Context: an optimization exercise on an open-source flow, tuned for small area, a short achievable clock period and few clock cycles. The choices shown serve that exercise and are no tape-out recipe.
The RTL was checked by simulation tests, not by an equivalence proof against the original design.

== v16 ==
Design muldiv_unit, start of the top module:
module muldiv_unit(
    input  logic clk,
    input  logic rst_n,
    input                muldiv_start, 
    input [2:0]          muldiv_op, 
    input [32-1:0]    muldiv_a, 
    input [32-1:0]    muldiv_b, 
    input [1-1:0] muldiv_hart_id, 
    input [4:0]          muldiv_rd,
    output                muldiv_busy, 
    output                muldiv_done, 
    output [32-1:0]    muldiv_result, 
    output [1-1:0] muldiv_done_hart_id, 
    output [4:0]          muldiv_done_rd
);
Size: about 1,700 cells after synthesis, roughly 200 flip-flops, ~120 I/O pins.
clock: 11.0 ns
lec_check: 0
cap_margin: 20
core_margin: 2
core_utilization: 25
place_density: 0.5
slew_margin: 20
standard.sh (not shown) runs the stock make flow with config.mk's settings and CLKGATE_MAP_FILE= SYNTH_SCRIPT=/design/flow/synth_recipe.tcl, a recipe that flattens the netlist after the stock synthesis.
==> flow/flow/run.sh <==
#!/bin/bash
cp standard.sh standard.sh.txt
export SETUP_SLACK_MARGIN=7
export BUFFER_PORTS_ARGS="-buffer_cell sky130_fd_sc_hd__buf_1"
bash standard.sh > standard.log 2>&1
v16 ran to completion and came out clean on the timing, DRC and antenna checks.
Testbench counts of v16, summed over its fixed seeds: cycles 112,157.
Setup changes, v16 to v25
--- a/flow/design.v
+++ b/flow/design.v
@@ -37,25 +37,25 @@
     always_comb begin
         sm = ~y0[31:0];
         sm = sm | (sm >> 1);
         sm = sm | (sm >> 2);
         sm = sm | (sm >> 4);
         sm = sm | (sm >> 8);
         sm = sm | (sm >> 16);
     end
     wire [31:0] lm = sm >> 1;    
-    wire [61:0] va = {h[32:0], l[31:3]};
-    wire [34:0] vb = {h[32:0], l[31:30]};
-    wire oka = (n >= 6'd30) && (!xnz || ((va & ~{30'd0, lm}) == 62'd0));
-    wire okb = (n >= 6'd3) && (!xnz || ((vb & ~{3'd0, lm}) == 35'd0));
+    wire [47:0] v16 = {h[32:0], l[31:17]};
+    wire [35:0] v4  = {h[32:0], l[31:29]};
+    wire ok16 = (n >= 6'd16) && (!xnz || ((v16 & ~{16'd0, lm}) == 48'd0));
+    wire ok4  = (n >= 6'd4)  && (!xnz || ((v4  & ~{4'd0,  lm}) == 36'd0));
     wire fill = !xnz;
     wire negres = op_rem ? sa : ((sa ^ sb) && xnz);
-    wire last_div = oka ? (n == 6'd30) : okb ? (n == 6'd3) : (n == 6'd1);
+    wire last_div = ok16 ? (n == 6'd16) : ok4 ? (n == 6'd4) : (n == 6'd1);
     function automatic [2:0] bdec(input [2:0] b);    
         case (b)
             3'b001, 3'b010: bdec = 3'b100;
             3'b011:         bdec = 3'b010;
             3'b100:         bdec = 3'b011;
             3'b101, 3'b110: bdec = 3'b101;
             default:        bdec = 3'b000;
         endcase
     endfunction
@@ -147,26 +147,26 @@
             sel_mulh <= ~in_div & (muldiv_op[1:0] != 2'b00);
             sel_rem  <= in_div & muldiv_op[1];
             tag_hid  <= muldiv_hart_id;
             tag_rd   <= muldiv_rd;
         end else if (st_mul) begin
             h <= {{4{s[37]}}, s[37:4]};
             l <= (sel_mulh && n == 6'd1) ? s[35:4] : {s[3:0], l[31:4]};
             n <= n - 6'd1;
         end else if (st_div) begin
-            if (oka) begin
-                h <= {5'd0, h[2:0], l[31:2]};
-                l <= {l[1:0], {30{fill}}};
-                n <= n - 6'd30;
-            end else if (okb) begin
-                h <= {5'd0, h[29:0], l[31:29]};
-                l <= {l[28:0], {3{fill}}};
-                n <= n - 6'd3;
+            if (ok16) begin
+                h <= {5'd0, h[16:0], l[31:16]};
+                l <= {l[15:0], {16{fill}}};
+                n <= n - 6'd16;
+            end else if (ok4) begin
+                h <= {5'd0, h[28:0], l[31:28]};
+                l <= {l[27:0], {4{fill}}};
+                n <= n - 6'd4;
             end else begin
                 h <= {5'd0, (q ? s[31:0] : h[31:0]), l[31]};
                 l <= {l[30:0], q};
                 n <= n - 6'd1;
             end
         end else begin
             h <= 38'd0;
             l <= s[31:0];
             if (st_fix2) begin
Notes after the runs:
- Max register-to-register slack across v16 and v25: v25
- Area growth from synthesis to layout (higher): v16
- When the final numbers for v16 and v25 were put side by side, the worst hold-check slack turned out to be smaller in v16.
- Compared with v16, in v25 count of cells along the worst register-to-register path down 6, total die area down 410 um^2.
- Lower count of inverters not on the clock network in the layout was reported by v25, not v16.
- Going from v16 to v25, layout buffer count excluding clock buffers shrank by a few percent.
- First-pass GRT wire length: v25 worse than v16
- Slack of the critical path ended up 0.011 ns higher on v25 than on v16.
- The fmax on v25 is in line with that on v16.
- v25 | stages: all done | timing, DRC, antenna: all pass
- Multi-input combinational gate total is lower on v16
Testbench counts of v25, summed over its fixed seeds: cycles 114,349.

========
The RTL this note starts from:
==> flow/design.v <==
`timescale 1ns/1ps
module muldiv_unit(
    input  logic clk,
    input  logic rst_n,
    input                muldiv_start, 
    input [2:0]          muldiv_op, 
    input [32-1:0]    muldiv_a, 
    input [32-1:0]    muldiv_b, 
    input [1-1:0] muldiv_hart_id, 
    input [4:0]          muldiv_rd,
    output                muldiv_busy, 
    output                muldiv_done, 
    output [32-1:0]    muldiv_result, 
    output [1-1:0] muldiv_done_hart_id, 
    output [4:0]          muldiv_done_rd
);
    logic st_mul, st_div, st_sw1, st_sw2, st_fix1, st_fix2;
    logic busy_r, done_r;
    logic [32:0] x;       
    logic [36:0] h;       
    logic [35:0] l;       
    logic [5:0]  n;       
    logic        op_div, op_rem;
    logic        sa, sb;  
    logic        sel_rem, sel_mulh;
    logic [1-1:0]  tag_hid;
    logic [5-1:0] tag_rd;
    logic c0n, c1n;
    logic [36:0] y0;
    logic [34:0] y1m;
    wire [36:0] y1  = {y1m, c1n, c1n};
    wire [36:0] cs  = h ^ y0 ^ y1;
    wire [36:0] cc  = {((h[35:0] & y0[35:0]) | (h[35:0] & y1[35:0]) | (y0[35:0] & y1[35:0])), c1n};
    wire [36:0] s   = cs + cc + {36'd0, c0n};
    wire q   = ~s[36];
    wire xnz = |x[31:0];
    logic [31:0] sm;
    always_comb begin
        sm = x[32] ? ~x[31:0] : x[31:0];    
        sm = sm | (sm >> 1);
        sm = sm | (sm >> 2);
        sm = sm | (sm >> 4);
        sm = sm | (sm >> 8);
        sm = sm | (sm >> 16);
    end
    wire [31:0] lm = sm >> 1;    
    wire [47:0] v16 = {h[32:0], l[31:17]};
    wire [35:0] v4  = {h[32:0], l[31:29]};
    wire ok16 = (n >= 6'd16) && (!xnz || ((v16 & ~{16'd0, lm}) == 48'd0));
    wire ok4  = (n >= 6'd4)  && (!xnz || ((v4  & ~{4'd0,  lm}) == 36'd0));
    wire fill = !xnz;
    wire negres = op_rem ? sa : ((sa ^ sb) && xnz);
    wire last_div = ok16 ? (n == 6'd16) : ok4 ? (n == 6'd4) : (n == 6'd1);
    function automatic [2:0] bdec(input [2:0] b);    
        case (b)
            3'b001, 3'b010: bdec = 3'b100;
            3'b011:         bdec = 3'b010;
            3'b100:         bdec = 3'b011;
            3'b101, 3'b110: bdec = 3'b101;
            default:        bdec = 3'b000;
        endcase
    endfunction
    wire in_div  = muldiv_op[2];
    wire in_sa   = in_div & ~muldiv_op[0] & muldiv_a[31];
    wire in_sb   = in_div & ~muldiv_op[0] & muldiv_b[31];
    wire a_sext  = (muldiv_op == 3'd1) || (muldiv_op == 3'd3);
    wire b_sext  = (muldiv_op == 3'd1) || (in_div && !muldiv_op[0]);
    wire idle    = !busy_r;
    wire start   = idle && muldiv_start;
    wire mul_end = st_mul && (n == 6'd1);
    wire div_end = st_div && last_div;
    wire nx_mul  = (start && !in_div) || (st_mul && !mul_end);
    wire nx_sw1  = start && in_div && in_sa;
    wire nx_sw2  = st_sw1;
    wire nx_div  = (start && in_div && !in_sa) || st_sw2 ||
                   (st_div && !last_div);
    wire nx_fix1 = div_end && negres;
    wire nx_fix2 = st_fix1;
    wire nx_done = mul_end || (div_end && !negres) || st_fix2;
    always_ff @(posedge clk or negedge rst_n) begin
        if (!rst_n) begin
            st_mul <= 1'b0; st_div <= 1'b0; st_sw1 <= 1'b0; st_sw2 <= 1'b0;
            st_fix1 <= 1'b0; st_fix2 <= 1'b0;
            busy_r <= 1'b0;
            done_r <= 1'b0;
        end else begin
            st_mul  <= nx_mul;
            st_div  <= nx_div;
            st_sw1  <= nx_sw1;
            st_sw2  <= nx_sw2;
            st_fix1 <= nx_fix1;
            st_fix2 <= nx_fix2;
            busy_r  <= nx_mul | nx_div | nx_sw1 | nx_sw2 | nx_fix1 | nx_fix2;
            done_r  <= nx_done;
        end
    end
    logic [32:0] x_nx;
    always_comb begin
        if (idle)                     x_nx = {b_sext & muldiv_b[31], muldiv_b};
        else if (st_sw1 || st_sw2)    x_nx = {st_sw2 & sb & l[31], l[31:0]};
        else if (st_fix1)             x_nx = {1'b0, (op_rem ? h[32:1] : l[31:0])};
        else                          x_nx = x;
    end
    logic [2:0] d0_nx, d1_nx;
    always_comb begin
        if (idle) begin
            d0_nx = in_div ? {2'b10, ~in_sa & ~in_sb} : bdec({muldiv_a[1:0], 1'b0});
            d1_nx = in_div ? 3'b000 : bdec(muldiv_a[3:1]);
        end else if (st_mul) begin
            d0_nx = bdec(l[5:3]);
            d1_nx = bdec(l[7:5]);
        end else begin
            d0_nx = {2'b10, (st_sw1 || st_fix1) ? 1'b1 : ~sb};
            d1_nx = 3'b000;
        end
    end
    wire [36:0] xn37 = {{4{x_nx[32]}}, x_nx};
    always_ff @(posedge clk) begin
        x   <= x_nx;
        c0n <= d0_nx[0];
        c1n <= d1_nx[0];
        y0  <= (({37{d0_nx[2]}} & xn37) | ({37{d0_nx[1]}} & {xn37[35:0], 1'b0})) ^ {37{d0_nx[0]}};
        y1m <= (({35{d1_nx[2]}} & xn37[34:0]) | ({35{d1_nx[1]}} & {xn37[33:0], 1'b0})) ^ {35{d1_nx[0]}};
    end
    always_ff @(posedge clk) begin
        if (idle) begin
            l        <= {{4{a_sext & muldiv_a[31]}}, muldiv_a};
            h        <= 37'd0;
            n        <= in_div ? 6'd33 : 6'd9;
            op_div   <= in_div;
            op_rem   <= muldiv_op[1];
            sa       <= in_sa;
            sb       <= in_sb;
            sel_rem  <= in_div & muldiv_op[1];
            sel_mulh <= ~in_div & (muldiv_op[1:0] != 2'b00);
            tag_hid  <= muldiv_hart_id;
            tag_rd   <= muldiv_rd;
        end else begin
            if (st_mul) begin
                h <= {{4{s[36]}}, s[36:4]};
                l <= {s[3:0], l[35:4]};
                n <= n - 6'd1;
            end
            if (st_sw1 || st_sw2) begin
                l <= {4'd0, s[31:0]};
                h <= 37'd0;
            end
            if (st_div) begin
                if (ok16) begin
                    h <= {4'd0, h[16:0], l[31:16]};
                    l <= {l[19:0], {16{fill}}};
                    n <= n - 6'd16;
                end else if (ok4) begin
                    h <= {4'd0, h[28:0], l[31:28]};
                    l <= {l[31:0], {4{fill}}};
                    n <= n - 6'd4;
                end else begin
                    h <= {4'd0, (q ? s[31:0] : h[31:0]), l[31]};
                    l <= {l[34:0], q};
                    n <= n - 6'd1;
                end
            end
            if (st_fix1) begin
                h <= 37'd0;
                l <= {4'd0, s[31:0]};
            end
            if (st_fix2) begin
                h       <= 37'd0;
                l       <= {4'd0, s[31:0]};
                sel_rem <= 1'b0;
            end
        end
    end
    assign muldiv_busy         = busy_r;
    assign muldiv_done         = done_r;
    assign muldiv_result       = sel_rem  ? h[32:1] :
                                 sel_mulh ? {h[27:0], l[35:32]} :
                                 l[31:0];
    assign muldiv_done_hart_id = tag_hid;
    assign muldiv_done_rd      = tag_rd;
endmodule
export LEC_CHECK = 0
export CAP_MARGIN = 20
export CORE_MARGIN = 2
export CORE_UTILIZATION = 25
export PLACE_DENSITY = 0.5
export SLEW_MARGIN = 20
create_clock -name core_clock -period 11.0 [get_ports {clk}]
==> flow/flow/run.sh <==
#!/bin/bash
cp standard.sh standard.sh.txt
export SETUP_SLACK_MARGIN=7
bash standard.sh > standard.log 2>&1
The starting point finished clean.
Testbench counts at the start, summed over its fixed seeds: cycles 120,341.
Edit:
--- a/flow/design.v
+++ b/flow/design.v
@@ -24,11 +24,12 @@
     logic        sa, sb;  
     logic        sel_rem, sel_mulh;
     logic [1-1:0]  tag_hid;
     logic [5-1:0] tag_rd;
-    logic c0n, c1n;
-    logic [36:0] y0;
-    logic [34:0] y1m;
+    logic c0s1, c0s2, c0n, c1s1, c1s2, c1n;
+    wire [36:0] x37 = {{4{x[32]}}, x};
+    wire [36:0] y0  = (({37{c0s1}} & x37) | ({37{c0s2}} & {x37[35:0], 1'b0})) ^ {37{c0n}};
+    wire [34:0] y1m = (({35{c1s1}} & x37[34:0]) | ({35{c1s2}} & {x37[33:0], 1'b0})) ^ {35{c1n}};
     wire [36:0] y1  = {y1m, c1n, c1n};
     wire [36:0] cs  = h ^ y0 ^ y1;
     wire [36:0] cc  = {((h[35:0] & y0[35:0]) | (h[35:0] & y1[35:0]) | (y0[35:0] & y1[35:0])), c1n};
     wire [36:0] s   = cs + cc + {36'd0, c0n};
@@ -93,38 +94,23 @@
             busy_r  <= nx_mul | nx_div | nx_sw1 | nx_sw2 | nx_fix1 | nx_fix2;
             done_r  <= nx_done;
         end
     end
-    logic [32:0] x_nx;
-    always_comb begin
-        if (idle)                     x_nx = {b_sext & muldiv_b[31], muldiv_b};
-        else if (st_sw1 || st_sw2)    x_nx = {st_sw2 & sb & l[31], l[31:0]};
-        else if (st_fix1)             x_nx = {1'b0, (op_rem ? h[32:1] : l[31:0])};
-        else                          x_nx = x;
-    end
-    logic [2:0] d0_nx, d1_nx;
-    always_comb begin
+    always_ff @(posedge clk) begin
         if (idle) begin
-            d0_nx = in_div ? {2'b10, ~in_sa & ~in_sb} : bdec({muldiv_a[1:0], 1'b0});
-            d1_nx = in_div ? 3'b000 : bdec(muldiv_a[3:1]);
+            {c0s1, c0s2, c0n} <= in_div ? {2'b10, ~in_sa & ~in_sb} : bdec({muldiv_a[1:0], 1'b0});
+            {c1s1, c1s2, c1n} <= in_div ? 3'b000 : bdec(muldiv_a[3:1]);
         end else if (st_mul) begin
-            d0_nx = bdec(l[5:3]);
-            d1_nx = bdec(l[7:5]);
+            {c0s1, c0s2, c0n} <= bdec(l[5:3]);
+            {c1s1, c1s2, c1n} <= bdec(l[7:5]);
         end else begin
-            d0_nx = {2'b10, (st_sw1 || st_fix1) ? 1'b1 : ~sb};
-            d1_nx = 3'b000;
+            {c0s1, c0s2, c0n} <= {2'b10, (st_sw1 || st_fix1) ? 1'b1 : ~sb};
+            {c1s1, c1s2, c1n} <= 3'b000;
         end
-    end
-    wire [36:0] xn37 = {{4{x_nx[32]}}, x_nx};
-    always_ff @(posedge clk) begin
-        x   <= x_nx;
-        c0n <= d0_nx[0];
-        c1n <= d1_nx[0];
-        y0  <= (({37{d0_nx[2]}} & xn37) | ({37{d0_nx[1]}} & {xn37[35:0], 1'b0})) ^ {37{d0_nx[0]}};
-        y1m <= (({35{d1_nx[2]}} & xn37[34:0]) | ({35{d1_nx[1]}} & {xn37[33:0], 1'b0})) ^ {35{d1_nx[0]}};
     end
     always_ff @(posedge clk) begin
         if (idle) begin
+            x        <= {b_sext & muldiv_b[31], muldiv_b};
             l        <= {{4{a_sext & muldiv_a[31]}}, muldiv_a};
             h        <= 37'd0;
             n        <= in_div ? 6'd33 : 6'd9;
             op_div   <= in_div;
@@ -142,9 +128,9 @@
                 n <= n - 6'd1;
             end
             if (st_sw1 || st_sw2) begin
                 l <= {4'd0, s[31:0]};
-                h <= 37'd0;
+                x <= {st_sw2 & sb & l[31], l[31:0]};
             end
             if (st_div) begin
                 if (ok16) begin
                     h <= {4'd0, h[16:0], l[31:16]};
@@ -160,13 +146,12 @@
                     n <= n - 6'd1;
                 end
             end
             if (st_fix1) begin
+                x <= {1'b0, (op_rem ? h[32:1] : l[31:0])};
                 h <= 37'd0;
-                l <= {4'd0, s[31:0]};
             end
             if (st_fix2) begin
-                h       <= 37'd0;
                 l       <= {4'd0, s[31:0]};
                 sel_rem <= 1'b0;
             end
         end
Design area came out higher by 1.3%.
Fmax went down by 9.8%.
Final cell count falls by about 4.4%.
Worst setup slack loses 0.45 ns.
Synthesized cell count goes down by about 6%.
Die area shrinks by 7.8%.
Via count goes down by about 1.6%.
First-iteration DRC count is lower by 4.4%.
Global-route usage is higher by 1.0 points.
Hold slack is worse by 0.082 ns.
Area after synthesis is lower by about 8%.
Testbench counts after the change, summed over its fixed seeds: cycles 120,341.

port drivers added, routing unchanged:
In the flow no input, the clock included, has a driving cell. The finished layouts below were timed again as built, in two steps.
Step 1: set_driving_cell puts a clkbuf_16 on clk and a buf_2 on each other input, an assumption about the parent block.
Step 2 moves the port delays by t, midway between the first and last clock arrival at a register: inputs arrive t later, outputs are due t later. That takes back most of the time a late clock gives input paths.
a / b / c = ideal / step 1 / step 2; a / b = the first two.
run | t, ns | setup slack, ns | worst hold slack (ns) | worst register clock-pin slew, ns
v16 | 0.555 | 6.986 / 6.964 / 6.659 | 0.415 / 0.415 / 0.415 | 0.08 / 0.08
v25 | 0.536 | 6.996 / 6.944 / 6.748 | 0.441 / 0.441 / 0.441 | 0.08 / 0.08
the first run of note 2 | 0.566 | 6.911 / 6.884 / 6.535 | 0.532 / 0.532 / 0.532 | 0.09 / 0.09
the second run of note 2 | 0.501 | 6.465 / 6.465 / 6.465 | 0.450 / 0.450 / 0.450 | 0.07 / 0.07
After both steps setup and hold are still met in every run listed. For the first run of note 2, which loses most, drivers alone change the setup slack by -0.027 ns; drivers and shift together by -0.376 ns.
